Context: an optimization exercise on an open-source flow, tuned for small area and a short achievable clock period. The choices shown serve that exercise and are no tape-out recipe.
Power is estimated from default activity; no workload was simulated.

Setup of the baseline:
// DSP
module DSP (a,b,c,d,clk,rst_n,p);
    parameter OPERATION = "ADD" ;
    input [17:0] a,b,d;
    input [47:0] c;
    input clk,rst_n;
    output reg [47:0] p;
    wire [19:0] ax = {2'b00, a};
    reg [8:0] bo, bt, bn;
    reg bz;
    reg [17:0] s1;
    wire [17:0] s0;
    ks18 u_pre (.a(b), .b(d), .s(s0));
    reg [115:0] x;
    wire [115:0] xe = x;
    reg [47:0] r0;
    reg [47:7] r1;
    reg rc;
    wire [47:0] cd = {c[47:36] - 12'd1, c[35:0]};
    wire [115:0] xn;
    wire [8:0] nn = ~bn;
    wire [18:0] sx = {1'b0, s1};
    wire [18:0] sy = {s1, 1'b0};
    wire [17:0] pz = {18{bz}} & s1;
    wire [18:0] pp0 = (({19{bo[0]}} & sx) | ({19{bt[0]}} & sy)) ^ {19{bn[0]}};
    wire [18:0] pp1 = (({19{bo[1]}} & sx) | ({19{bt[1]}} & sy)) ^ {19{bn[1]}};
    wire [18:0] pp2 = (({19{bo[2]}} & sx) | ({19{bt[2]}} & sy)) ^ {19{bn[2]}};
    wire [18:0] pp3 = (({19{bo[3]}} & sx) | ({19{bt[3]}} & sy)) ^ {19{bn[3]}};
    wire [18:0] pp4 = (({19{bo[4]}} & sx) | ({19{bt[4]}} & sy)) ^ {19{bn[4]}};
    wire [18:0] pp5 = (({19{bo[5]}} & sx) | ({19{bt[5]}} & sy)) ^ {19{bn[5]}};
    wire [18:0] pp6 = (({19{bo[6]}} & sx) | ({19{bt[6]}} & sy)) ^ {19{bn[6]}};
    wire [18:0] pp7 = (({19{bo[7]}} & sx) | ({19{bt[7]}} & sy)) ^ {19{bn[7]}};
    wire [18:0] pp8 = (({19{bo[8]}} & sx) | ({19{bt[8]}} & sy)) ^ {19{bn[8]}};
    wire hs1, hk1;
    wire fs1, fk1;
    wire hs2, hk2;
    wire fs2, fk2;
    wire fs3, fk3;
    wire fs4, fk4;
    wire hs3, hk3;
    wire fs5, fk5;
    wire fs6, fk6;
    wire fs7, fk7;
    wire fs8, fk8;
    wire hs4, hk4;
    wire fs9, fk9;
    wire fs10, fk10;
    wire fs11, fk11;
    wire fs12, fk12;
    wire fs13, fk13;
    wire fs14, fk14;
    wire hs5, hk5;
    wire fs15, fk15;
    wire fs16, fk16;
    wire fs17, fk17;
    wire fs18, fk18;
    wire fs19, fk19;
  ...
Size: about 1400 cells after synthesis, ~18000 µm² of cells after synthesis.
clock: 7.0 ns
lec_check: 0
cap_margin: 20
core_margin: 2
core_utilization: 60
cts_buf_list: sky130_fd_sc_hd__clkbuf_8
cts_cluster_diameter: 60
cts_cluster_size: 16
setup_slack_margin: 4.5
slew_margin: 20
synth_hierarchical: 1
synth_minimum_keep_size: 0
standard.sh (not shown) runs the stock make flow with config.mk's settings and CLKGATE_MAP_FILE= SYNTH_SCRIPT=/design/flow/synth_recipe.tcl, a recipe that flattens the netlist after the stock synthesis.
==> flow/flow/run.sh <==
#!/bin/bash
# Standard ORFS layout (the standard.sh, unchanged synthesis), except:
# - the input and output ports are buffered with a plain buf_1 instead of the
#   delay-type buffer that buffer_ports picks by default;
# - clock tree synthesis inserts no dummy load cells.
set -euo pipefail
bash standard.sh \
  "BUFFER_PORTS_ARGS=-buffer_cell sky130_fd_sc_hd__buf_1" \
  "CTS_ARGS=-sink_clustering_enable -repair_clock_nets -sink_clustering_size 16 -sink_clustering_max_diameter 60 -buf_list sky130_fd_sc_hd__clkbuf_8 -dont_use_dummy_load" \
  finish > orfs_make.log 2>&1
The following lists how the candidate was set up differently from the baseline:
--- a/flow/design.v
+++ b/flow/design.v
@@ -47,17 +47,17 @@
     reg [8:0] bo, bt, bn;
     reg bz;
     reg [17:0] s1;
     wire [17:0] s0;
     ks18 u_pre (.a(b), .b(d), .s(s0));
     reg [115:0] x;
     wire [115:0] xe = x;
     reg [47:0] r0;
-    reg [47:7] r1;
+    reg [47:12] r1;
     reg rc;
     wire [47:0] cd = {c[47:36] - 12'd1, c[35:0]};
     wire [115:0] xn;
     wire [8:0] nn = ~bn;
     wire [18:0] sx = {1'b0, s1};
     wire [18:0] sy = {s1, 1'b0};
     wire [17:0] pz = {18{bz}} & s1;
     wire [18:0] pp0 = (({19{bo[0]}} & sx) | ({19{bt[0]}} & sy)) ^ {19{bn[0]}};
@@ -627,18 +627,18 @@
     assign xn[111] = hs22;
     assign xn[112] = hk22;
     assign xn[113] = hs23;
     assign xn[114] = hk23;
     assign xn[115] = hk12;
     wire [47:0] r0n = {cd[47], cd[46], cd[45], cd[44], cd[43], cd[42], cd[41], cd[40], cd[39], cd[38], fk168, fk167, fk166, fk165, fk164, fk163, fk162, fk161, fk160, fk159, fk158, fk157, fk156, fk155, fk154, fk153, fk152, fk151, fk150, fk149, fk148, fk147, fk146, fk145, fk144, fk143, fk142, fk141, fk140, fk139, fk138, fk137, fk136, hk44, hk43, cd[2], xe[1], xe[0]};
     wire [47:0] r1n = {1'b0, 1'b0, 1'b0, 1'b0, 1'b0, 1'b0, 1'b0, 1'b0, 1'b0, hk45, hs45, fs168, fs167, fs166, fs165, fs164, fs163, fs162, fs161, fs160, fs159, fs158, fs157, fs156, fs155, fs154, fs153, fs152, fs151, fs150, fs149, fs148, fs147, fs146, fs145, fs144, fs143, fs142, fs141, fs140, fs139, fs138, fs137, fs136, hs44, hs43, cd[1], cd[0]};
     always @(posedge clk) s1 <= s0;
-    wire [7:0] lo = r0n[6:0] + r1n[6:0];
-    wire [41:0] hi = {r0[47:7], 1'b1} + {r1[47:7], rc};
+    wire [12:0] lo = r0n[11:0] + r1n[11:0];
+    wire [36:0] hi = {r0[47:12], 1'b1} + {r1[47:12], rc};
     always @(posedge clk or negedge rst_n) begin
         if (!rst_n) begin
             bo <= 0; bt <= 0; bn <= 0; bz <= 0;
             x <= 116'b00101010100100100100100100010010001000100010001000001100000000000000000000000000000000000000000000000000000000000000; r0 <= 0; r1 <= 0; rc <= 0; p <= 0;
         end else begin
             bo[0] <= ax[0] ^ 1'b0;
             bt[0] <= (ax[1] & ~ax[0] & ~1'b0) | (~ax[1] & ax[0] & 1'b0);
             bn[0] <= ax[1];
@@ -663,15 +663,15 @@
             bo[7] <= ax[14] ^ ax[13];
             bt[7] <= (ax[15] & ~ax[14] & ~ax[13]) | (~ax[15] & ax[14] & ax[13]);
             bn[7] <= ax[15];
             bo[8] <= ax[16] ^ ax[15];
             bt[8] <= (ax[17] & ~ax[16] & ~ax[15]) | (~ax[17] & ax[16] & ax[15]);
             bn[8] <= ax[17];
             bz <= a[17];
             x  <= xn;
-            r0 <= {r0n[47:7], lo[6:0]};
-            r1 <= r1n[47:7];
-            rc <= lo[7];
-            p  <= {hi[41:1], r0[6:0]};
+            r0 <= {r0n[47:12], lo[11:0]};
+            r1 <= r1n[47:12];
+            rc <= lo[12];
+            p  <= {hi[36:1], r0[11:0]};
         end
     end
 endmodule
[the candidate] final critical path time including I/O delays and setup rose 130 ps relative to the baseline
Going from the baseline to the candidate, maximum frequency fell by about 5%; clock power fell by 4.5%; worst setup slack lost 130 ps.
Area fraction in and, or, nand and nor cells after synthesis in the candidate vs the baseline: down 0.17 points
Post-synthesis instance area: the baseline and the candidate compared, lower one is the candidate
No run of this note included a check of the RTL's function; only the layout flow was run.

==> re-timing with driven ports <==
Ports are ideal in the flow. The routed layouts listed here were re-timed in OpenROAD.
Step 1, drivers: a clkbuf_16 drives clk and a buf_2 each remaining input, both assumed.
Step 2 times the ports against the registers' clock, not the clock port: input delays grow and output delays shrink by t, the midpoint of the rising clock arrivals with the driver on.
Slacks: ideal / step 1 / step 2; pairs: ideal / step 1.
run	t (ns)	setup slack, ns	latest minus earliest clock arrival (ns)	pins driven straight from the clock port
the baseline	0.612	4.392 / 4.392 / 4.001	0.055 / 0.056	1
the candidate	0.605	4.262 / 4.277 / 3.672	0.043 / 0.043	1
After both steps every run listed still meets setup and hold. For the candidate, which loses most, drivers alone change the setup slack by +0.015 ns; drivers and shift together by -0.590 ns.
